Context: an optimization exercise on an open-source flow, tuned for small area, a short achievable clock period and few clock cycles. The choices shown serve that exercise and are no tape-out recipe. Function was not checked in any run shown here: the RTL went through the layout flow alone. Power is estimated from default activity; no workload was simulated.

--- flow/design.v ---
module alu (
   input  logic [31:0]  i_a,
   input  logic [31:0]  i_b,
   input  logic         i_sub,       
   input  logic         i_arith,     
   input  logic         i_left,      
   input  logic         i_sel_sum,
   input  logic         i_sel_sh,
   input  logic         i_sel_xor,
   input  logic         i_sel_or,
   input  logic         i_sel_and,
   input  logic         i_sel_lt,
   input  logic         i_sel_ltu,
   input  logic         i_sel_b,
   output logic [31:0]  o_result,
   output logic         o_lt,
   output logic         o_ltu,
   output logic         o_eq         
);
   logic [32:0] sum;
   logic [31:0] shin, shl, shr, x;
   add_sk #(.W(32)) uu_add (.i_a(i_a), .i_b(i_b), .i_cin(i_sub), .o_sum(sum[31:0]), .o_cout(sum[32]));
   assign o_ltu = ~sum[32];
   assign o_lt  = (i_a[31] ^ ~i_b[31]) ? i_a[31] : sum[31];
   assign x     = i_a ^ i_b;
   assign o_eq  = &x;
   always_comb begin
      for (int i = 0; i < 32; i++) shin[i] = i_left ? i_a[31-i] : i_a[i];
   end
   assign shr = 32'($signed({i_arith & i_a[31], shin}) >>> i_b[4:0]);
   always_comb begin
      for (int i = 0; i < 32; i++) shl[i] = shr[31-i];
   end
   assign o_result = ({32{i_sel_sum}} & sum[31:0])
                   | ({32{i_sel_sh & ~i_left}} & shr)
                   | ({32{i_sel_sh & i_left}}  & shl)
                   | ({32{i_sel_xor}} & x)
                   | ({32{i_sel_or}}  & (i_a | i_b))
                   | ({32{i_sel_and}} & (i_a & i_b))
                   | ({32{i_sel_b}}   & i_b)
                   | {31'd0, (i_sel_lt & o_lt) | (i_sel_ltu & o_ltu)};
endmodule
module add_sk #(
   parameter W = 32
)(
   input  logic [W-1:0]  i_a,
   input  logic [W-1:0]  i_b,
   input  logic          i_cin,
   output logic [W-1:0]  o_sum,
   output logic          o_cout
);
   logic [W:0] g0, p0, G, P;
   assign g0 = {i_a & i_b, i_cin};
   assign p0 = {i_a ^ i_b, 1'b0};
   always_comb begin
      G = g0;
      P = p0;
      for (int l = 0; (1 << l) <= W; l++) begin
         for (int i = W; i >= 0; i--) begin
            if ((i >> l) & 1) begin
               G[i] = G[i] | (P[i] & G[((i >> l) << l) - 1]);
               P[i] = P[i] & P[((i >> l) << l) - 1];
            end
         end
      end
   end
   assign o_sum  = p0[W:1] ^ G[W-1:0];
   assign o_cout = G[W];
endmodule
module reg_file (
   input  logic         clk,
   input  logic         i_wr_en,
   input  logic [4:0]   i_wr_addr,
   input  logic [31:0]  i_wr_dt,
   input  logic [3:0]   i_rd1_lo,
   input  logic [7:0]   i_rd1_hi,
   input  logic [3:0]   i_rd2_lo,
   input  logic [7:0]   i_rd2_hi,
   output logic [31:0]  o_rd_dt_1,
   output logic [31:0]  o_rd_dt_2
);
   logic [31:0] regs [1:31];
   always_ff @(posedge clk) begin
      if (i_wr_en) regs[i_wr_addr] <= i_wr_dt;
   end
   always_comb begin
      o_rd_dt_1 = '0;
      o_rd_dt_2 = '0;
      for (int i = 1; i < 32; i++) begin
         o_rd_dt_1 = o_rd_dt_1 | ({32{i_rd1_lo[i%4] & i_rd1_hi[i/4]}} & regs[i]);
         o_rd_dt_2 = o_rd_dt_2 | ({32{i_rd2_lo[i%4] & i_rd2_hi[i/4]}} & regs[i]);
      end
   end
endmodule
module ariscv #(
   parameter NBW_ACLK      = 6,
   parameter NBW_INST      = 32,
   parameter NBW_REGISTER  = 32,
   parameter NBW_ADDR      = 5,
   parameter NBW_PC        = 32
)(
   input  logic                        clk,
   input  logic                        rst_async_n,
   input  logic [NBW_INST-1:0]         i_inst,
   output logic [NBW_PC-1:0]           o_pc,
   output logic [NBW_REGISTER-1:0]     o_writeData,
   output logic [NBW_REGISTER-1:0]     o_writeAddr,
   output logic                        o_memWrite,
   output logic [2:0]                  o_writeWidth,
   input  logic [NBW_REGISTER-1:0]     i_readData
);
   localparam logic [4:0] OP_LOAD = 5'b00000, OP_STORE = 5'b01000, OP_BRANCH = 5'b11000,
                          OP_JALR = 5'b11001, OP_JAL   = 5'b11011, OP_OPIMM  = 5'b00100,
                          OP_OP   = 5'b01100, OP_AUIPC = 5'b00101, OP_LUI    = 5'b01101;
   logic          x_redirect;
   logic [11:2]   x_target;
   logic          d_stall;
   logic [11:2]   pc_q;
   logic [4:0]    f_op;
   logic          f_jal, f_br, f_pred, f_auipc;
   logic [11:2]   f_tj, f_tb, f_target;
   logic [12:2]   f_pc4;
   logic [12:2]   f_alt;
   assign o_pc = {20'd0, pc_q, 2'b00};
   assign f_op    = i_inst[6:2];
   assign f_jal   = (f_op == OP_JAL);
   assign f_br    = (f_op == OP_BRANCH) & (i_inst[31] | i_inst[12]);
   assign f_pred  = f_jal | f_br;
   assign f_auipc = (f_op == OP_AUIPC);
   add_sk #(.W(10)) uu_tj (.i_a(pc_q), .i_b({i_inst[20], i_inst[30:22]}), .i_cin(1'b0), .o_sum(f_tj), .o_cout());
   add_sk #(.W(10)) uu_tb (.i_a(pc_q), .i_b({i_inst[7], i_inst[30:25], i_inst[11:9]}), .i_cin(1'b0), .o_sum(f_tb), .o_cout());
   assign f_target = f_jal ? f_tj : f_tb;
   assign f_pc4   = {1'b0, pc_q} + 11'd1;
   assign f_alt   = f_auipc ? {1'b0, pc_q} : (f_pred | (f_op != OP_BRANCH)) ? f_pc4 : {1'b0, f_tb};
   always_ff @(posedge clk or negedge rst_async_n) begin
      if (!rst_async_n)    pc_q <= '0;
      else if (x_redirect) pc_q <= x_target;
      else if (d_stall)    pc_q <= pc_q;
      else if (f_jal)      pc_q <= f_tj;
      else if (f_br)       pc_q <= f_tb;
      else                 pc_q <= f_pc4[11:2];
   end
   logic          d_valid;
   logic [31:0]   d_ir;
   logic          d_pred;
   logic [12:2]   d_alt;
   logic          d_useimm, d_mem, d_wen, d_opx, d_load, d_store, d_branch, d_jalr, d_link, d_upper;
   logic [1:0]    d_immsel;
   logic [3:0]    d_rs1_lo, d_rs2_lo;
   logic [7:0]    d_rs1_hi, d_rs2_hi;
   always_ff @(posedge clk or negedge rst_async_n) begin
      if (!rst_async_n)  d_valid <= 1'b0;
      else if (!d_stall) d_valid <= ~x_redirect;
      else               d_valid <= d_valid & ~x_redirect;
   end
   always_ff @(posedge clk) begin
      if (!d_stall) begin
         d_ir   <= i_inst;
         d_pred <= f_pred;
         d_alt  <= f_alt;
         d_useimm <= (f_op != OP_OP) & (f_op != OP_BRANCH) & (f_op != OP_STORE);
         d_mem    <= (f_op == OP_LOAD) | (f_op == OP_STORE) | (f_op == OP_JALR);
         d_wen    <= (f_op != OP_STORE) & (f_op != OP_BRANCH) & (i_inst[11:7] != 5'd0);
         d_opx    <= (f_op == OP_OP) | (f_op == OP_OPIMM);
         d_load   <= (f_op == OP_LOAD);
         d_store  <= (f_op == OP_STORE);
         d_branch <= (f_op == OP_BRANCH);
         d_jalr   <= (f_op == OP_JALR);
         d_link   <= (f_op == OP_JAL) | (f_op == OP_JALR);
         d_upper  <= (f_op == OP_LUI) | (f_op == OP_AUIPC);
         d_immsel <= (f_op == OP_STORE) ? 2'd1 : (f_op == OP_LUI) ? 2'd2 : f_auipc ? 2'd3 : 2'd0;
         for (int i = 0; i < 4; i++) begin
            d_rs1_lo[i] <= (i_inst[16:15] == 2'(i));
            d_rs2_lo[i] <= (i_inst[21:20] == 2'(i));
         end
         for (int i = 0; i < 8; i++) begin
            d_rs1_hi[i] <= (i_inst[19:17] == 3'(i));
            d_rs2_hi[i] <= (i_inst[24:22] == 3'(i));
         end
      end
   end
   logic [2:0]    d_f3;
   logic [4:0]    d_rs1, d_rs2, d_rd;
   logic [31:0]   d_imm;
   logic [31:0]   d_rd1, d_rd2;
   assign d_f3  = d_ir[14:12];
   assign d_rs1 = d_ir[19:15];
   assign d_rs2 = d_ir[24:20];
   assign d_rd  = d_ir[11:7];
   always_comb begin
      case (d_immsel)
         2'd1:    d_imm = {{20{d_ir[31]}}, d_ir[31:25], d_ir[11:7]};
         2'd2:    d_imm = {d_ir[31:12], 12'd0};
         2'd3:    d_imm = {d_ir[31:12], d_alt[11:2], 2'b00};
         default: d_imm = {{20{d_ir[31]}}, d_ir[31:20]};
      endcase
   end
   logic          d_sub;
   assign d_sub = d_branch | (d_opx & (d_f3[2:1] == 2'b01)) |
                  (~d_useimm & d_opx & (d_f3 == 3'd0) & d_ir[30]);
   logic          x_valid, x_wen;
   logic [4:0]    x_rd;
   logic [31:0]   x_result;
   logic          x_we;
   logic          fwd_a, fwd_b;
   assign x_we  = x_valid & x_wen;
   assign fwd_a = x_we & (x_rd == d_rs1);
   assign fwd_b = x_we & (x_rd == d_rs2) & ~d_useimm;
   assign d_stall = d_valid & d_mem & fwd_a;
   reg_file uu_rf (
      .clk         (clk),
      .i_wr_en     (x_we),
      .i_wr_addr   (x_rd),
      .i_wr_dt     (x_result),
      .i_rd1_lo    (d_rs1_lo),
      .i_rd1_hi    (d_rs1_hi),
      .i_rd2_lo    (d_rs2_lo),
      .i_rd2_hi    (d_rs2_hi),
      .o_rd_dt_1   (d_rd1),
      .o_rd_dt_2   (d_rd2)
   );
   logic [11:0]   d_addr;
   add_sk #(.W(12)) uu_addr (.i_a(d_rd1[11:0]), .i_b(d_imm[11:0]), .i_cin(1'b0), .o_sum(d_addr), .o_cout());
   logic [31:0]   x_a, x_b;
   logic [11:0]   x_addr;
   logic [2:0]    x_f3;
   logic          x_sub, x_arith, x_left;
   logic          x_sel_sum, x_sel_sh, x_sel_xor, x_sel_or, x_sel_and, x_sel_lt, x_sel_ltu, x_sel_b;
   logic          x_load, x_store, x_branch, x_jalr, x_link;
   logic          x_pred;
   logic [12:2]   x_alt;
   always_ff @(posedge clk or negedge rst_async_n) begin
      if (!rst_async_n) x_valid <= 1'b0;
      else              x_valid <= d_valid & ~x_redirect & ~d_stall;
   end
   always_ff @(posedge clk) begin
      x_a       <= fwd_a ? x_result : d_rd1;
      x_b       <= {32{d_sub}} ^ (fwd_b ? x_result : (d_useimm ? d_imm : d_rd2));
      x_addr    <= d_addr;
      x_rd      <= d_rd;
      x_wen     <= d_wen;
      x_f3      <= d_f3;
      x_sub     <= d_sub;
      x_arith   <= d_ir[30];
      x_left    <= ~d_f3[2];
      x_sel_sum <= d_opx & (d_f3 == 3'd0);
      x_sel_sh  <= d_opx & (d_f3[1:0] == 2'b01);
      x_sel_xor <= d_opx & (d_f3 == 3'd4);
      x_sel_or  <= d_opx & (d_f3 == 3'd6);
      x_sel_and <= d_opx & (d_f3 == 3'd7);
      x_sel_lt  <= d_opx & (d_f3 == 3'd2);
      x_sel_ltu <= d_opx & (d_f3 == 3'd3);
      x_sel_b   <= d_upper;
      x_load    <= d_load;
      x_store   <= d_store;
      x_branch  <= d_branch;
      x_jalr    <= d_jalr;
      x_link    <= d_link;
      x_pred    <= d_pred;
      x_alt     <= d_alt;
   end
   logic [31:0]   x_alu;
   logic          x_lt, x_ltu, x_eq, x_cond, x_taken;
   alu uu_alu (
      .i_a       (x_a),
      .i_b       (x_b),
      .i_sub     (x_sub),
      .i_arith   (x_arith),
      .i_left    (x_left),
      .i_sel_sum (x_sel_sum),
      .i_sel_sh  (x_sel_sh),
      .i_sel_xor (x_sel_xor),
      .i_sel_or  (x_sel_or),
      .i_sel_and (x_sel_and),
      .i_sel_lt  (x_sel_lt),
      .i_sel_ltu (x_sel_ltu),
      .i_sel_b   (x_sel_b),
      .o_result  (x_alu),
      .o_lt      (x_lt),
      .o_ltu     (x_ltu),
      .o_eq      (x_eq)
   );
   always_comb begin
      case (x_f3[2:1])
         2'b00:   x_cond = x_eq;
         2'b10:   x_cond = x_lt;
         default: x_cond = x_ltu;
      endcase
   end
   assign x_taken = x_cond ^ x_f3[0];
   assign x_redirect = x_valid & (x_jalr | (x_branch & (x_taken ^ x_pred)));
   assign x_target   = x_jalr ? x_addr[11:2] : x_alt[11:2];
   assign x_result = x_load ? i_readData : (x_alu | {19'd0, {11{x_link}} & x_alt, 2'b00});
   assign o_writeAddr  = {20'd0, x_addr};
   assign o_writeData  = x_b;
   assign o_writeWidth = x_f3;
   assign o_memWrite   = x_valid & x_store;
endmodule
--- flow/standard.sh ---
#!/bin/bash
# synth_recipe.tcl (not shown) runs the flow's synth.tcl, then flattens the netlist and writes it again
# the make line also repeats each setting of config.mk as NAME=value (left out here)
make -C /OpenROAD-flow-scripts/flow DESIGN_CONFIG=/design/flow/config.mk WORK_HOME=/design/flow/orfs CLKGATE_MAP_FILE= SYNTH_SCRIPT=/design/flow/synth_recipe.tcl "${@:-finish}"
--- flow/constraint.sdc ---
create_clock -name core_clock -period 11.0 [get_ports {clk}]
set_input_delay 2.2000 -clock core_clock [delete_from_list [all_inputs] [get_ports {clk}]]
set_output_delay 2.2000 -clock core_clock [all_outputs]
set_load 0.01 [all_outputs]
--- flow/config.mk ---
export PLATFORM = sky130hd
export DESIGN_NAME = ariscv
export DESIGN_NICKNAME = ariscv
export VERILOG_FILES = /design/flow/design.v
export SDC_FILE = /design/flow/constraint.sdc
export NUM_CORES = 8
export LEC_CHECK = 0
export CAP_MARGIN = 20
export CORE_MARGIN = 2
export CORE_UTILIZATION = 40
export SLEW_MARGIN = 20
--- flow/flow/run.sh ---
#!/bin/bash
# The standard layout (standard.sh: its synthesis and ORFS steps, its SDC),
# with these changes to how the layout is made:
#  - the resizer is asked for more setup slack than the 11 ns clock needs;
#  - no gate cloning in timing repair (clones added after the last design
#    repair could leave slew violations);
#  - CTS without dummy loads;
#  - ports buffered with buf_2 instead of the default delay buffer.
# ORFS writes each step's log under orfs/logs/; make's output goes to flow.log.
set -o pipefail
bash standard.sh SETUP_SLACK_MARGIN=7 SKIP_GATE_CLONING=1 \
  "CTS_ARGS=-sink_clustering_enable -repair_clock_nets -dont_use_dummy_load" \
  "BUFFER_PORTS_ARGS=-buffer_cell sky130_fd_sc_hd__buf_2" \
  finish > flow.log 2>&1
==> notes.md, run 1 <==
Post-synthesis mux area share: 0.0376
Setup TNS: 0 ps
Critical Path Sink: x_b[17]
I/O pins: 166
Slew HR: 0.155
Crit Path Class: reg -> reg
Status: no timing/DRC/antenna violations
Synth Flop Type: edfxtp_1
Xor/xnor cell area share of the yosys netlist: 0.0112
CTS sink count: 1190
Req. time, crit path: 11610 ps
Post-route clock period utilization: 0.371
Slowest stage delay, CP: 670 ps
Final Net Count: 4663
WP buf/inv: 1
Area grow syn2layout: 13.3%
Worst reg2reg path startpoint: d_rs2_hi[2]
Post-route cell area: 64800 sq um
TritonRoute pass-1 iters: 11
Leakage: 21.7 nW
Hold_sp: d_pred
Crit-path leading delay family: simple AND/OR/NAND/NOR gates
DRC Markers: 0
Worst flop-to-flop path endpoint: x_b[17]
R2r setup slk: 6910 ps
Most frequent cells in the layout: edfxtp_1 (1065), a22oi_1 (386), a22o_1 (279), a221oi_1 (279), buf_4 (170)
Final wirelength: 288000 microns
Routed via count: 50000
Synth warn: 6
Area used by multi-input combinational logic: 21700 sq um
Max Freq: 245 MHz
Worst Hold Class: reg -> reg
Crit path cell chain: and2_2, buf_4, a221o_1, a221oi_1, nand4_1, nor3_2, or3_1, o21ai_1, xnor2_1
Number of distinct library cells after synthesis: 103
Worst Setup End Kind: flop
Min Tclk post-route: 4090 ps
Initial antenna violation count: 22
Remaining Overflow, GRT: 0
Cts bufs inserted: 116
Peak supply drop: 143 uV
Die area: 146000 sq um
Post-synthesis sequential area ratio: 0.604
Critical path peak fanout: 17
Worst slew pin tran: 1260 ps
CTS Buffer Depth: 3
Chip Height: 382 microns
Largest net degree at the start of global routing: 70
Post-CTS Hold Fix Bufs: 0
Root Driver: clkbuf_16
# port buffers: 121
Setup crit start: d_rs2_hi[2]
Post-DP Area: 60200 sq um
Insertion delay to the later sink of the worst-skew pair: 790 ps
Number of global-route vias before repair: 45400
FILL cells: 12500
Post-route ant nets: 0
Worst path arrival time: 4690 ps
Tot GR Track Use: 0.378
Most common cell after layout, fill and taps aside: edfxtp_1
Path depth of the worst reg2reg path: 9
Critical Path Start Type: flop
Worst-path clk slew: 60 ps
Total core area: 142000 sq um
Hold Violations, Final: 0
Iter 0 DRT Violations: 12200
Post-Synthesis Cells: 4394
Worst slack at placement: 4920 ps
Simple-Gate Fraction of Synth Area: 0.0746
Number of synthesized flops with an enable pin: 1065
Final std cells w/o fill: 6398
Synthesized area per cell: 13.0 sq um
Area occupied by registers: 34600 sq um
CTS H-Tree Depth: 3
Vias per cell: 7.82
Worst setup margin: 6910 ps
Die X: 382 microns
Final Skew: 131 ps
RSZ-0062 raised after global routing: yes
WL per Instance: 45.0 microns
Routability Congestion: 1.00
Yosys reg bits: 1190
Adder-cell share of the synthesized area: 0.0249
First-pass GRT wire length: 382000 microns
Area fraction in compound gates after synthesis: 0.208
Critical path's slowest cell: edfxtp_1
Main combinational cell family by area after synthesis: compound AO/OA/AOI/OAI gates
Post-DP HPWL: 164000 microns
# rows: 138
Initial Utilization: 0.403
Crit. path cell count: 9
Inst Count DP: 6199
Max Cap Viol: 0
Max-slew violations: 0
CTS tree: built
Share of layout cells above drive strength 1: 0.182
Hold Slack: 339 ps
Power per cell area: 171 nW/um^2
Post-synth ARST share: 0.0101
Mapped Area: 57200 sq um
Final setup violation count: 0
[where the power goes]
part / total, mW / switching [mW] / leakage (nW) / internal, mW
sequential: 5.43 / 0.275 / 11.1 / 5.15
combinational: 2.19 / 1.39 / 9.19 / 0.798
clock: 3.48 / 1.65 / 1.43 / 1.83
total: 11.1 / 3.31 / 21.7 / 7.78
[area by class of cell]
cell class,count,share of cell area
antenna,17,0.000657
multi-input combinational,2721,0.335
sequential,1190,0.534
clock buffer,116,0.0448
tap,1890,0.0365
timing repair buffer,337,0.0412
inverter,127,0.00811
[cells in the mapped netlist (17+ instances only)]
cell type | n | area share
buf_4 | 49 | 0.0064
a22oi_1 | 388 | 0.051
o21ai_1 | 29 | 0.0025
xor2_1 | 20 | 0.0031
a222oi_1 | 52 | 0.0091
nor2_1 | 169 | 0.011
and3_1 | 18 | 0.0020
mux2_2 | 17 | 0.0033
dfxtp_1 | 113 | 0.040
ha_1 | 88 | 0.019
nor3_1 | 85 | 0.0074
nand2_1 | 126 | 0.0083
or3_1 | 25 | 0.0027
and2_1 | 59 | 0.0065
a21o_1 | 17 | 0.0022
a31oi_1 | 30 | 0.0033
buf_1 | 48 | 0.0032
xnor2_1 | 51 | 0.0078
o2111ai_1 | 21 | 0.0032
nand4_1 | 126 | 0.014
o21ai_0 | 90 | 0.0079
inv_1 | 120 | 0.0079
a22o_1 | 279 | 0.043
o211ai_1 | 22 | 0.0029
clkbuf_1 | 277 | 0.018
nand3_1 | 117 | 0.010
a21oi_1 | 165 | 0.014
a211oi_1 | 20 | 0.0026
a221oi_1 | 288 | 0.044
mux2i_1 | 64 | 0.011
edfxtp_1 | 1065 | 0.56
mux4_2 | 51 | 0.020
[through the flow]
stage | total power, mW | util
global placement | 7.38 | 0.424
floorplan | 6.60 | -
global route | 11.3 | 0.457
detailed placement | 7.39 | 0.424
CTS | 10.9 | 0.452
finish | 11.1 | 0.457
[layer usage]
| metal | up-vias | GRT usage | share of wire |
|---|---|---|---|
| met3 | 1648 | 0.192 | 0.18 |
| met4 | 34 | 0.230 | 0.083 |
| li1 | 18200 | - | - |
| met5 | - | 0.00661 | 0.0014 |
| met2 | 5867 | 0.533 | 0.40 |
| met1 | 24300 | 0.459 | 0.33 |
[how the worst min path moves through the flow]
stage | to | slack, ps | depth (start not counted)
final | x_pred | 340 | 0
after global routing | x_load | 350 | 0
after CTS | x_pred | 340 | 0
after detailed placement | x_pred | 330 | 0
after global placement | x_alt[12] | 330 | 0
after floorplan | x_alt[12] | 320 | 0
[flip-flops by register name, summed over array words and instances, names as in the netlist, 2 cells and up]
register    count
d_rs2_hi        8
d_rs1_hi        8
d_ir           25
d_rs1_lo        4
x_a            32
x_b            32
pc_q           10
x_alt          11
x_addr         12
x_f3            3
uu_rf.regs    992
d_alt          11
d_rs2_lo        4
x_rd            5
d_immsel        2
[kinds of logic after synthesis]
kind of cell,after synthesis
compound gates,1536
xor+xnor,72
fa+ha+maj,104
buf+inv,524
flops,1190
mux,139
other cells,1
simple gates,828
[timing repair]
action / in CTS / in global routing
setup buffers: 34 / 31
setup endpoints to repair: 1043 / 223
gates resized for setup: 164 / 94
pin swaps: 31 / 24
endpoints found under the hold margin: 0 / 0
==> run 2: changes to the inputs <==
--- a/flow/config.mk
+++ b/flow/config.mk
@@ -7,5 +7,6 @@
 export LEC_CHECK = 0
 export CAP_MARGIN = 20
 export CORE_MARGIN = 2
-export CORE_UTILIZATION = 40
+export CORE_UTILIZATION = 55
+export PLACE_DENSITY = 0.7
 export SLEW_MARGIN = 20
==> run 2 against run 1 <==
Effect of this change:
- still clean
- synthesized cell count stayed put
- global-route usage rose by 13 points
- routed wire length fell by 2.9%
- combinational power up 5%
- cell count decreased by 7.2%
- fmax is 2.4% lower
- area after synthesis unchanged
- first-iteration DRC count is 10% higher
- via count rose by 0.62%
- clock skew fell by 29 ps
- register-to-register slack got worse by 98 ps
==> notes.md, run 2 <==
# rows: 118
Number of synthesized flops with an enable pin: 1065
Hold depth: 0
Final setup violation count: 0
Number of distinct library cells after synthesis: 103
Worst-path clk slew: 60 ps
Internal: 7.87 mW
WP buf/inv: 1
Slew HR: 0.0785
Area grow syn2layout: 13.5%
CTS sink count: 1190
Slowest stage delay, CP: 1050 ps
Critical path peak fanout: 17
CTS Buffer Depth: 3
Min Tclk post-route: 4180 ps
Critical path's slowest cell: nor3_1
Mapped Area: 57200 sq um
Post-synth top cells: edfxtp_1 (1065), a22oi_1 (388), a221oi_1 (288)
Net Sw Frac: 0.296
Clk pwr share: 0.310
# port buffers: 121
CTS H-Tree Depth: 3
Hold Path Sink: x_alt[12]
Synth Flop Type: edfxtp_1
Req. time, crit path: 11560 ps
Post-CTS Hold Fix Bufs: 0
Max-slew violations: 0
Remaining Overflow, GRT: 0
Seq pwr share: 0.484
Max Freq: 239 MHz
Yosys reg bits: 1190
Share of layout cells above drive strength 1: 0.198
Routability Congestion: 1.02
Cts bufs inserted: 118
Initial antenna violation count: 19
Chip Height: 326 microns
Largest register FFs: 992
Routed via count: 50300
Max Cap Viol: 0
Final Skew: 102 ps
Total core area: 103000 sq um
Hold Violations, Final: 0
Largest net degree at the start of global routing: 54
Post-Synthesis Cells: 4394
Worst flop-to-flop path endpoint: x_b[16]
Power per cell area: 172 nW/um^2
Yosys top cell area share: 0.559
Post-synth ARST share: 0.0101
Worst slew pin tran: 1370 ps
Worst path most repeated cell: nor3_1
DRC Markers: 0
Post-synthesis sequential area ratio: 0.604
Synth warn: 6
Largest registers: uu_rf.regs: 992 flops, x_a: 32 flops, x_b: 32 flops
CTS tree: built
Crit Path Class: reg -> reg
Worst path arrival time: 4750 ps
Biggest register: uu_rf.regs
Number of global-route vias before repair: 46600
Root Driver: clkbuf_16
Tot GR Track Use: 0.506
TritonRoute pass-1 iters: 11
Worst Setup End Kind: flop
Core Util, Final: 0.628
Iter 0 DRT Violations: 13400
Worst Hold Class: reg -> reg
Crit path cell chain: and2_2, buf_4, a22o_1, a221oi_1, nand4_1, nor3_1, nor3_1, a21oi_1, xnor2_1
Die area: 107000 sq um
Worst reg2reg path startpoint: d_rs2_hi[7]
Final Net Count: 4720
Yosys top cell by area: edfxtp_1
Most common cell after layout, fill and taps aside: edfxtp_1
Hold_sp: d_alt[12]
Psw: 3.32 mW
Status: no timing/DRC/antenna violations
Post-DP HPWL: 159000 microns
Path depth of the worst reg2reg path: 9
Peak supply drop: 131 uV
Comb power frac: 0.206
Most frequent cells in the layout: edfxtp_1 (1065), a22oi_1 (387), a22o_1 (279), a221oi_1 (278), buf_4 (209)
RSZ-0062 raised after global routing: yes
Vias per cell: 8.48
Post-route ant nets: 0
Critical Path Start Type: flop
Die X: 326 microns
Leakage: 22.1 nW
First-pass GRT wire length: 372000 microns
I/O pins: 166
WL per Instance: 47.0 microns
Synthesized area per cell: 13.0 sq um
Insertion delay to the later sink of the worst-skew pair: 780 ps
Most common cell in the netlist: edfxtp_1
Final wirelength: 279000 microns
Crit-path leading delay family: simple AND/OR/NAND/NOR gates
R2r setup slk: 6820 ps
Post-route clock period utilization: 0.380
Initial Utilization: 0.553
Setup TNS: 0 ps
Main area contributors after synthesis: edfxtp_1 (56%), a22oi_1 (5.1%), a221oi_1 (4.4%)
run 2: cell types whose count changed in the layout (fill, tap and decap cells not counted), sizes merged:
cell | before | now
buf | 337 | 392
clkinv | 2 | 3
inv | 117 | 118
clkbuf | 116 | 118
clkinvlp | 8 | 6
diode | 17 | 9
run 2: power by group through the flow:
| stage | clock, mW | combinational (mW) | sequential [mW] |
|---|---|---|---|
| 2_1_floorplan | 0 | 1.21 | 5.39 |
| 3_3_place_gp | 0 | 1.87 | 5.49 |
| 3_5_place_dp | 0 | 1.89 | 5.50 |
| 4_1_cts | 3.43 | 2.04 | 5.41 |
| 5_1_grt | 3.59 | 2.37 | 5.42 |
| 6_report | 3.47 | 2.30 | 5.42 |
run 2: worst max path at each step:
stage	start	end	slack (ps)	cells past startpoint
3_5_place_dp	x_b[2]	uu_rf.regs[13][0]	5480	18
6_report	d_rs2_hi[7]	x_b[16]	6820	9
3_3_place_gp	x_b[2]	uu_rf.regs[7][0]	5510	18
5_1_grt	i_inst[10]	pc_q[10]	6840	14
4_1_cts	i_inst[9]	pc_q[10]	6930	14
2_1_floorplan	i_inst[10]	pc_q[9]	6450	11
run 2: layout make-up:
class,instances,area (sq um)
well taps,1380,1730
repair buffers,392,3270
multi-input cells,2721,21800
flip-flops and latches,1190,34600
diodes,9,22.5
clock buffers,118,2950
inverters,127,536
fillers,7788,38400
run 2: kinds of logic after synthesis:
group                    Yosys count  synth area share
adder cells (fa/ha/maj)          104            0.0249
AND/OR/NAND/NOR                  828            0.0746
multiplexers                     139            0.0376
buffers and inverters            524            0.0394
flip-flops                      1190             0.604
AO/OA/AOI/OAI                   1536             0.208
other                              1         0.0000656
XOR/XNOR                          72            0.0112
run 2: timing repair:
item	CTS	global route
endpoints found under the hold margin	0	0
gates resized for setup	183	146
endpoints found under the setup margin	727	264
buffers inserted	56	54
pin swaps	37	34
run 2: metal layers:
metal	share of wire	track usage	wire [microns]
met5	0.0032	0.0311	884
met4	0.11	0.378	30600
met3	0.19	0.262	53200
met2	0.39	0.696	109000
met1	0.31	0.599	85200
run 2: through the flow:
stage | total power [mW] | hold slack (ps) | cell area [sq um] | instances | setup WS [ps]
2_1_floorplan | 6.60 | 323 | 57500 | 4435 | 6450
3_3_place_gp | 7.37 | 325 | 59600 | 5698 | 5510
3_5_place_dp | 7.39 | 328 | 59600 | 5699 | 5480
4_1_cts | 10.9 | 341 | 63800 | 5873 | 6930
5_1_grt | 11.4 | 344 | 64900 | 5928 | 6840
6_report | 11.2 | 340 | 64900 | 5937 | 6820
==> run 3: changes to the inputs <==
==> flow/flow/run.sh (replaced) <==
#!/bin/bash
# The standard layout (standard.sh: its synthesis and ORFS steps, its SDC),
# with these changes to how the layout is made:
#  - the resizer is asked for more setup slack than the 11 ns clock needs;
#  - no gate cloning in timing repair (clones added after the last design
#    repair could leave slew violations);
#  - CTS without dummy loads, and with smaller clock buffers;
#  - ports buffered with buf_2 instead of the default delay buffer.
# ORFS writes each step's log under orfs/logs/; make's output goes to flow.log.
set -o pipefail
bash standard.sh SETUP_SLACK_MARGIN=7 SKIP_GATE_CLONING=1 \
  "CTS_ARGS=-sink_clustering_enable -repair_clock_nets -dont_use_dummy_load -buf_list {sky130_fd_sc_hd__clkbuf_4 sky130_fd_sc_hd__clkbuf_8}" \
  "BUFFER_PORTS_ARGS=-buffer_cell sky130_fd_sc_hd__buf_2" \
  finish > flow.log 2>&1
--- a/flow/config.mk
+++ b/flow/config.mk
@@ -7,6 +7,5 @@
 export LEC_CHECK = 0
 export CAP_MARGIN = 20
 export CORE_MARGIN = 2
-export CORE_UTILIZATION = 55
-export PLACE_DENSITY = 0.7
+export CORE_UTILIZATION = 40
 export SLEW_MARGIN = 20
==> run 3 against run 2 <==
Effect of this change:
- still clean
- die area grew 37%
- power shrank 4.0%
- clock power shrank about 10%
- fmax grew 0.80%
- worst setup slack gained 33 ps
- combinational power shrank 5%
- clock skew grew 54 ps
- area after synthesis is the same
- cell area shrank 0.82%
- critical path type unchanged
- largest cell class unchanged
- highest routed layer unchanged
==> notes.md, run 3 <==
WL per Instance: 44.8 microns
Yosys reg bits: 1190
Setup TNS: 0 ps
Final setup violation count: 0
Post-DP HPWL: 164000 microns
First-pass GRT wire length: 383000 microns
Leakage: 21.6 nW
Worst Hold Class: reg -> reg
Root Driver: clkbuf_8
Cts bufs inserted: 185
Critical path's slowest cell: edfxtp_1
Worst setup margin: 6850 ps
Path depth of the worst reg2reg path: 9
DRC Markers: 0
Largest register FFs: 992
I/O pins: 166
Post-synthesis sequential area ratio: 0.604
Peak supply drop: 88.4 uV
Chip Height: 382 microns
Max Cap Viol: 0
RSZ-0062 raised after global routing: yes
Status: no timing/DRC/antenna violations
Vias per cell: 7.80
Worst slew pin tran: 1270 ps
GRT met1 Usage: 0.464
Yosys top cell by area: edfxtp_1
Biggest register: uu_rf.regs
# rows: 138
Slew HR: 0.148
Most common cell in the netlist: edfxtp_1
Final Net Count: 4731
Iter 0 DRT Violations: 12600
Initial Utilization: 0.403
Hold depth: 0
Largest registers: uu_rf.regs: 992 flops, x_a: 32 flops, x_b: 32 flops
Post-route clock period utilization: 0.377
Worst path arrival time: 4870 ps
Req. time, crit path: 11720 ps
CTS H-Tree Depth: 4
Area grow syn2layout: 12.6%
Worst Setup End Kind: flop
Met2 Use GR: 0.532
Main area contributors after synthesis: edfxtp_1 (56%), a22oi_1 (5.1%), a221oi_1 (4.4%)
Total core area: 142000 sq um
Yosys top cell area share: 0.559
Critical Path Start Type: flop
Min Tclk post-route: 4150 ps
Power per cell area: 167 nW/um^2
# port buffers: 121
Share of layout cells above drive strength 1: 0.193
Final std cells w/o fill: 6458
Largest net degree at the start of global routing: 70
Die X: 382 microns
Tot GR Track Use: 0.381
Inst Count DP: 6199
Most common cell after layout, fill and taps aside: edfxtp_1
Slowest stage delay, CP: 790 ps
Remaining Overflow, GRT: 0
CTS sink count: 1190
Worst slack at placement: 4920 ps
Post-route ant nets: 0
Die area: 146000 sq um
CTS tree: built
Synth Flop Type: edfxtp_1
Synth warn: 6
Initial antenna violation count: 20
Final Skew: 156 ps
Hold Violations, Final: 0
Mapped Area: 57200 sq um
Crit path cell chain: and2_2, buf_4, a22o_1, a221oi_1, o21ai_0, nor4_1, nor3_1, a21oi_1, xnor2_1
Number of global-route vias before repair: 46000
Global Route met3 Usage: 0.189
Grt peak-use layer: met2
Max Freq: 241 MHz
Number of synthesized flops with an enable pin: 1065
TritonRoute pass-1 iters: 12
Crit Path Class: reg -> reg
Worst-path clk slew: 60 ps
Synthesized area per cell: 13.0 sq um
Post-synth top cells: edfxtp_1 (1065), a22oi_1 (388), a221oi_1 (288)
Routed via count: 50400
Post-synth ARST share: 0.0101
Post-Synthesis Cells: 4394
Final wirelength: 289000 microns
Most frequent cells in the layout: edfxtp_1 (1065), a22oi_1 (387), a22o_1 (279), a221oi_1 (279), clkbuf_8 (188)
CTS Buffer Depth: 3
Critical path peak fanout: 17
Max-slew violations: 0
Insertion delay to the later sink of the worst-skew pair: 1000 ps
Routability Congestion: 1.00
Number of distinct library cells after synthesis: 103
[run 3: cell families after synthesis]
logic type	synth area share
AOI/OAI and AO/OA	0.208
DFF	0.604
and+or+nand+nor	0.0746
buffers and inverters	0.0394
muxes	0.0376
adders and majority gates	0.0249
xor gates and xnor gates	0.0112
other	0.0000656
[run 3: cell type report]
type	instances	area (sq um)
diodes	9	22.5
well taps	1890	2360
fillers	12600	77400
flip-flops and latches	1190	34600
clock buffers	185	2550
inverters	127	522
multi-input cells	2721	21700
repair buffers	336	2660
[run 3: final timing paths]
path / from / end / slack (ps)
setup / recovery: d_rs2_lo[0] / x_b[28] / 6850
hold / removal: d_pred / x_pred / 340
min in group asynchronous: rst_async_n / pc_q[4] / 1170
hold reg to reg: d_pred / x_pred / 340
max in group asynchronous: rst_async_n / pc_q[6] / 9590
setup reg to reg: d_rs2_lo[0] / x_b[28] / 6850
[run 3: critical path, delay by kind of cell (launching register included)]
kind	cells	cell delay, ps
flip-flops	1	790
AND/OR/NAND/NOR	3	1590
AO/OA/AOI/OAI	4	800
XOR/XNOR	1	260
buffers and inverters	1	440
[run 3: metal layers]
metal	routed length, microns	up-vias
met4	24400	28
met3	53200	1685
met2	116000	5990
met1	95000	24400
met5	1050	-
li1	-	18200
[run 3: through the flow]
step / cell area, sq um / power (mW) / util / hold WS [ps]
detailed placement: 60200 / 7.39 / 0.424 / 327
global placement: 60200 / 7.38 / 0.424 / 327
CTS: 63500 / 10.5 / 0.448 / 340
global route: 64400 / 11.0 / 0.454 / 349
finish: 64400 / 10.7 / 0.454 / 338
floorplan: 57500 / 6.60 / - / 323
[run 3: report_power, final]
| part | switching (mW) | total [mW] | internal (mW) |
|---|---|---|---|
| Sequential | 0.274 | 5.43 | 5.16 |
| Combinational | 1.39 | 2.19 | 0.796 |
| Clock | 1.65 | 3.12 | 1.47 |
[run 3: repair_timing]
| action | in CTS | in global routing |
|---|---|---|
| resized for setup | 126 | 117 |
| hold buffers | 0 | 0 |
| buffers inserted | 29 | 35 |
| pin swaps | 11 | 36 |
| setup endpoints to repair | 1043 | 289 |
==> run 4: changes to the inputs <==
--- a/flow/design.v
+++ b/flow/design.v
@@ -3,9 +3,9 @@
    input  logic [31:0]  i_b,
    input  logic         i_sub,       
    input  logic         i_arith,     
-   input  logic         i_left,      
    input  logic         i_sel_sum,
-   input  logic         i_sel_sh,
+   input  logic         i_sel_srx,   
+   input  logic         i_sel_sll,   
    input  logic         i_sel_xor,
    input  logic         i_sel_or,
    input  logic         i_sel_and,
@@ -18,22 +18,19 @@
    output logic         o_eq         
 );
    logic [32:0] sum;
-   logic [31:0] shin, shl, shr, x;
+   logic [31:0] shl, shr, x;
    add_sk #(.W(32)) uu_add (.i_a(i_a), .i_b(i_b), .i_cin(i_sub), .o_sum(sum[31:0]), .o_cout(sum[32]));
    assign o_ltu = ~sum[32];
    assign o_lt  = (i_a[31] ^ ~i_b[31]) ? i_a[31] : sum[31];
    assign x     = i_a ^ i_b;
    assign o_eq  = &x;
-   always_comb begin
-      for (int i = 0; i < 32; i++) shin[i] = i_left ? i_a[31-i] : i_a[i];
-   end
-   assign shr = 32'($signed({i_arith & i_a[31], shin}) >>> i_b[4:0]);
+   assign shr = 32'($signed({i_arith & i_a[31], i_a}) >>> i_b[4:0]);
    always_comb begin
       for (int i = 0; i < 32; i++) shl[i] = shr[31-i];
    end
    assign o_result = ({32{i_sel_sum}} & sum[31:0])
-                   | ({32{i_sel_sh & ~i_left}} & shr)
-                   | ({32{i_sel_sh & i_left}}  & shl)
+                   | ({32{i_sel_srx}} & shr)
+                   | ({32{i_sel_sll}} & shl)
                    | ({32{i_sel_xor}} & x)
                    | ({32{i_sel_or}}  & (i_a | i_b))
                    | ({32{i_sel_and}} & (i_a & i_b))
@@ -80,15 +77,28 @@
    output logic [31:0]  o_rd_dt_2
 );
    logic [31:0] regs [1:31];
+   logic [31:1] wsel, sel1, sel2;
+   logic        hit1, hit2;
+   always_comb begin
+      for (int i = 1; i < 32; i++) begin
+         wsel[i] = i_wr_en & (i_wr_addr == 5'(i));
+         sel1[i] = i_rd1_lo[i%4] & i_rd1_hi[i/4];
+         sel2[i] = i_rd2_lo[i%4] & i_rd2_hi[i/4];
+      end
+   end
    always_ff @(posedge clk) begin
-      if (i_wr_en) regs[i_wr_addr] <= i_wr_dt;
+      for (int i = 1; i < 32; i++) begin
+         if (wsel[i]) regs[i] <= i_wr_dt;
+      end
    end
+   assign hit1 = |(sel1 & wsel);
+   assign hit2 = |(sel2 & wsel);
    always_comb begin
-      o_rd_dt_1 = '0;
-      o_rd_dt_2 = '0;
+      o_rd_dt_1 = {32{hit1}} & i_wr_dt;
+      o_rd_dt_2 = {32{hit2}} & i_wr_dt;
       for (int i = 1; i < 32; i++) begin
-         o_rd_dt_1 = o_rd_dt_1 | ({32{i_rd1_lo[i%4] & i_rd1_hi[i/4]}} & regs[i]);
-         o_rd_dt_2 = o_rd_dt_2 | ({32{i_rd2_lo[i%4] & i_rd2_hi[i/4]}} & regs[i]);
+         o_rd_dt_1 = o_rd_dt_1 | ({32{sel1[i] & ~wsel[i]}} & regs[i]);
+         o_rd_dt_2 = o_rd_dt_2 | ({32{sel2[i] & ~wsel[i]}} & regs[i]);
       end
    end
 endmodule
@@ -195,9 +205,18 @@
          default: d_imm = {{20{d_ir[31]}}, d_ir[31:20]};
       endcase
    end
-   logic          d_sub;
+   logic          d_sub, d_sll;
+   logic [31:0]   d_a, d_a_rev;
+   assign d_sll = d_opx & (d_f3 == 3'd1);
+   assign d_a   = fwd_a ? x_result : d_rd1;
+   always_comb begin
+      for (int i = 0; i < 32; i++) d_a_rev[i] = d_a[31-i];
+   end
    assign d_sub = d_branch | (d_opx & (d_f3[2:1] == 2'b01)) |
                   (~d_useimm & d_opx & (d_f3 == 3'd0) & d_ir[30]);
+   logic          w_we;
+   logic [4:0]    w_rd;
+   logic [31:0]   w_data;
    logic          x_valid, x_wen;
    logic [4:0]    x_rd;
    logic [31:0]   x_result;
@@ -209,9 +228,9 @@
    assign d_stall = d_valid & d_mem & fwd_a;
    reg_file uu_rf (
       .clk         (clk),
-      .i_wr_en     (x_we),
-      .i_wr_addr   (x_rd),
-      .i_wr_dt     (x_result),
+      .i_wr_en     (w_we),
+      .i_wr_addr   (w_rd),
+      .i_wr_dt     (w_data),
       .i_rd1_lo    (d_rs1_lo),
       .i_rd1_hi    (d_rs1_hi),
       .i_rd2_lo    (d_rs2_lo),
@@ -224,8 +243,8 @@
    logic [31:0]   x_a, x_b;
    logic [11:0]   x_addr;
    logic [2:0]    x_f3;
-   logic          x_sub, x_arith, x_left;
-   logic          x_sel_sum, x_sel_sh, x_sel_xor, x_sel_or, x_sel_and, x_sel_lt, x_sel_ltu, x_sel_b;
+   logic          x_sub, x_arith;
+   logic          x_sel_sum, x_sel_srx, x_sel_sll, x_sel_xor, x_sel_or, x_sel_and, x_sel_lt, x_sel_ltu, x_sel_b;
    logic          x_load, x_store, x_branch, x_jalr, x_link;
    logic          x_pred;
    logic [12:2]   x_alt;
@@ -234,7 +253,7 @@
       else              x_valid <= d_valid & ~x_redirect & ~d_stall;
    end
    always_ff @(posedge clk) begin
-      x_a       <= fwd_a ? x_result : d_rd1;
+      x_a       <= d_sll ? d_a_rev : d_a;
       x_b       <= {32{d_sub}} ^ (fwd_b ? x_result : (d_useimm ? d_imm : d_rd2));
       x_addr    <= d_addr;
       x_rd      <= d_rd;
@@ -242,9 +261,9 @@
       x_f3      <= d_f3;
       x_sub     <= d_sub;
       x_arith   <= d_ir[30];
-      x_left    <= ~d_f3[2];
       x_sel_sum <= d_opx & (d_f3 == 3'd0);
-      x_sel_sh  <= d_opx & (d_f3[1:0] == 2'b01);
+      x_sel_srx <= d_opx & (d_f3 == 3'd5);
+      x_sel_sll <= d_sll;
       x_sel_xor <= d_opx & (d_f3 == 3'd4);
       x_sel_or  <= d_opx & (d_f3 == 3'd6);
       x_sel_and <= d_opx & (d_f3 == 3'd7);
@@ -266,9 +285,9 @@
       .i_b       (x_b),
       .i_sub     (x_sub),
       .i_arith   (x_arith),
-      .i_left    (x_left),
       .i_sel_sum (x_sel_sum),
-      .i_sel_sh  (x_sel_sh),
+      .i_sel_srx (x_sel_srx),
+      .i_sel_sll (x_sel_sll),
       .i_sel_xor (x_sel_xor),
       .i_sel_or  (x_sel_or),
       .i_sel_and (x_sel_and),
@@ -291,6 +310,14 @@
    assign x_redirect = x_valid & (x_jalr | (x_branch & (x_taken ^ x_pred)));
    assign x_target   = x_jalr ? x_addr[11:2] : x_alt[11:2];
    assign x_result = x_load ? i_readData : (x_alu | {19'd0, {11{x_link}} & x_alt, 2'b00});
+   always_ff @(posedge clk or negedge rst_async_n) begin
+      if (!rst_async_n) w_we <= 1'b0;
+      else              w_we <= x_we;
+   end
+   always_ff @(posedge clk) begin
+      w_rd   <= x_rd;
+      w_data <= x_result;
+   end
    assign o_writeAddr  = {20'd0, x_addr};
    assign o_writeData  = x_b;
    assign o_writeWidth = x_f3;
==> flow/flow/run.sh (replaced) <==
#!/bin/bash
# The standard layout (standard.sh: its synthesis and ORFS steps, its SDC),
# with these changes to how the layout is made:
#  - the resizer is asked for more setup slack than the 11 ns clock needs;
#  - no gate cloning in timing repair (clones added after the last design
#    repair could leave slew violations);
#  - CTS without dummy loads;
#  - ports buffered with buf_2 instead of the default delay buffer.
# ORFS writes each step's log under orfs/logs/; make's output goes to flow.log.
set -o pipefail
bash standard.sh SETUP_SLACK_MARGIN=7 SKIP_GATE_CLONING=1 \
  "CTS_ARGS=-sink_clustering_enable -repair_clock_nets -dont_use_dummy_load" \
  "BUFFER_PORTS_ARGS=-buffer_cell sky130_fd_sc_hd__buf_2" \
  finish > flow.log 2>&1
==> run 4 against run 3 <==
Effect of this change:
- utilization rose by 2.1 points
- count of clock-buffer cells in the layout fell by 52
- synthesized cell count rose by 5.1%
- global-route usage fell by 0.068 points
- non-clock buffer count rose by 161
- sequential share of layout area fell by 2.6 points
- cell count rose by 6.0%
- sequential power rose by 4.4%
- clock power rose by 23%
- highest routed layer unchanged
==> notes.md, run 4 <==
Status: no timing/DRC/antenna violations
Area fraction in compound gates after synthesis: 0.216
DRC Markers: 0
Max Cap Viol: 0
Hold Slack: 334 ps
Post-route cell area: 69200 sq um
Yosys top cell by area: edfxtp_1
WL per Instance: 43.4 microns
Number of synthesized flops with an enable pin: 1065
Number of global-route vias before repair: 48400
Worst slack at placement: 4690 ps
Synthesized area per cell: 12.7 sq um
Yosys top cell area share: 0.545
Largest net degree at the start of global routing: 74
Mapped Area: 58700 sq um
Max Freq: 236 MHz
Setup TNS: 0 ps
Critical Path Start Type: flop
Routed via count: 52800
Total core area: 146000 sq um
Peak supply drop: 151 uV
CTS H-Tree Depth: 4
Worst setup margin: 6770 ps
Most common cell in the netlist: edfxtp_1
Synth warn: 7
R2r setup slk: 6770 ps
Worst reg2reg path startpoint: w_we
Post-synthesis sequential area ratio: 0.602
RSZ-0062 raised after global routing: yes
Hold Violations, Final: 0
Insertion delay to the later sink of the worst-skew pair: 810 ps
Slew HR: 0.188
# port buffers: 121
Power per cell area: 169 nW/um^2
Tot GR Track Use: 0.380
Post-route clock period utilization: 0.384
CTS sink count: 1228
Worst-path clk slew: 60 ps
Die X: 387 microns
# rows: 140
Chip Height: 387 microns
Yosys reg bits: 1228
Main area contributors after synthesis: edfxtp_1 (54%), a22oi_1 (8.9%), dfxtp_1 (5.1%)
Iter 0 DRT Violations: 12800
Initial Utilization: 0.403
Worst flop-to-flop path endpoint: x_addr[8]
Initial antenna violation count: 23
Most frequent cells in the layout: edfxtp_1 (1065), a22oi_1 (693), buf_4 (297), nand2_1 (210), a221oi_1 (155)
Synth Flop Type: edfxtp_1
CTS Buffer Depth: 3
Post-DP HPWL: 164000 microns
Post-synthesis mux area share: 0.0307
Most common cell after layout, fill and taps aside: edfxtp_1
Final wirelength: 297000 microns
Xor/xnor cell area share of the yosys netlist: 0.0101
Leakage: 23.3 nW
Biggest register: uu_rf.regs
Critical path peak fanout: 19
Crit Path Class: reg -> reg
FILL cells: 12700
I/O pins: 166
Final Skew: 84.5 ps
First-pass GRT wire length: 397000 microns
Post-DP Area: 62600 sq um
Setup crit start: w_we
Post-route ant nets: 0
Post-synth ARST share: 0.0106
Number of distinct library cells after synthesis: 92
Die area: 150000 sq um
Req. time, crit path: 11620 ps
Min Tclk post-route: 4230 ps
Worst Setup End Kind: flop
Area grow syn2layout: 17.9%
Share of layout cells above drive strength 1: 0.207
Max-slew violations: 0
Routability Congestion: 0.978
Post-synth top cells: edfxtp_1 (1065), a22oi_1 (699), clkbuf_1 (241)
Vias per cell: 7.71
TritonRoute pass-1 iters: 10
Final setup violation count: 0
Post-Synthesis Cells: 4620
Worst path arrival time: 4850 ps
Main combinational cell family by area after synthesis: compound AO/OA/AOI/OAI gates
Worst slew pin tran: 1220 ps
Adder-cell share of the synthesized area: 0.0242
Simple-Gate Fraction of Synth Area: 0.0798
CTS tree: built
Root Driver: clkbuf_16
Critical Path Sink: x_addr[8]
Largest register FFs: 992
Path depth of the worst reg2reg path: 16
Final Net Count: 5079
Worst Hold Class: reg -> reg
Cts bufs inserted: 133
Remaining Overflow, GRT: 0
## run 4: changes by cell type in the layout (fill, tap and decap cells not counted), moves of 41 or more
cell / before / now
clkbuf_16: 0 / 133
buf_4: 167 / 297
clkbuf_8: 188 / 1
a22o_1: 279 / 152
nand2_1: 124 / 210
and2_2: 41 / 0
a22oi_1: 387 / 693
nor3_1: 76 / 30
a221oi_1: 279 / 155
## run 4: layout make-up
cell class / count / area (sq um) / share of cell area
Antenna cell: 24 / 60.1 / 0.000868
Clock buffer: 133 / 3330 / 0.0481
Inverter: 141 / 548 / 0.00792
Multi-Input combinational cell: 2908 / 23400 / 0.338
Sequential cell: 1228 / 35400 / 0.512
Tap cell: 1917 / 2400 / 0.0347
Timing Repair Buffer: 497 / 4090 / 0.0591
## run 4: power breakdown
part / internal [mW] / total, mW / switching, mW
combinational: 0.829 / 2.19 / 1.36
clock: 2.11 / 3.83 / 1.72
sequential: 5.32 / 5.67 / 0.351
## run 4: metrics by stage
step	utilization	cells	power, mW
after floorplan	-	4661	6.73
after global placement	0.429	6502	7.54
after detailed placement	0.429	6502	7.56
after CTS	0.467	6781	11.5
after global routing	0.474	6826	11.9
final	0.475	6848	11.7
## run 4: worst min path at each step
stage / start / end / depth (start not counted) / slack, ps
global placement: d_store / x_store / 0 / 330
finish: d_store / x_store / 0 / 330
CTS: d_jalr / x_jalr / 0 / 330
detailed placement: d_link / x_link / 0 / 330
global route: d_store / x_store / 0 / 340
floorplan: d_alt[12] / x_alt[12] / 0 / 320
## run 4: worst max-delay path, cell delays in order, from the launching register on
cell	delay, ps
dfrtp_2	470
buf_6	140
and4b_4	290
buf_6	160
a21oi_4	60
buf_6	280
a22oi_1	260
nand4_1	200
nor4_4	640
o21ai_2	170
ha_1	380
a21oi_1	220
o21ai_2	100
nand2_2	120
nand2b_4	70
fa_2	380
xor2_1	170
## run 4: timing repair
item / in CTS / in global routing
resized for setup: 215 / 131
buffers inserted: 146 / 41
hold buffers: 0 / 0
setup endpoints to repair: 103 / 125
pin swaps: 50 / 59
## run 4: kinds of logic (layout without fill, tap and decap cells)
kind of cell,Yosys count,in the layout
multiplexers,134,134
adder cells (fa/ha/maj),104,104
AND/OR/NAND/NOR,869,869
AO/OA/AOI/OAI,1691,1691
XOR/XNOR,68,68
other,1,66
flip-flops,1228,1228
buffers and inverters,525,771
## run 4: metal layers
| layer | vias up | share of wire | GRT usage |
|---|---|---|---|
| li1 | 19400 | - | - |
| met1 | 25500 | 0.33 | 0.459 |
| met2 | 5998 | 0.41 | 0.539 |
| met3 | 1789 | 0.18 | 0.189 |
| met4 | 32 | 0.085 | 0.238 |
| met5 | - | 0.0011 | 0.00415 |

static timing again, ports no longer ideal:
In the flow no input, the clock included, has a driving cell. The finished layouts below were timed again as built, in two steps.
Step 1 sets driving cells, clkbuf_16 on the clock port and buf_2 on the other inputs (assumed; they add their load-dependent delay and slew).
Step 2 times the ports against the registers' clock, not the clock port: input delays grow and output delays shrink by t, the midpoint of the rising clock arrivals with the driver on.
Three values: no drivers, after step 1, after step 2; two values: the first two.
run	t, ns	setup slack, ns	pins driven straight from the clock port
run 1	0.795	6.914 / 6.914 / 6.293	1
run 2	0.816	6.815 / 6.815 / 6.187	1
run 3	0.992	6.849 / 6.849 / 6.119	1
run 4	0.855	6.771 / 6.771 / 6.272	1
After both steps setup and hold are still met in every run listed. The setup slack of run 3, which loses most, moves by 0.000 ns with the drivers and by -0.730 ns with both steps.
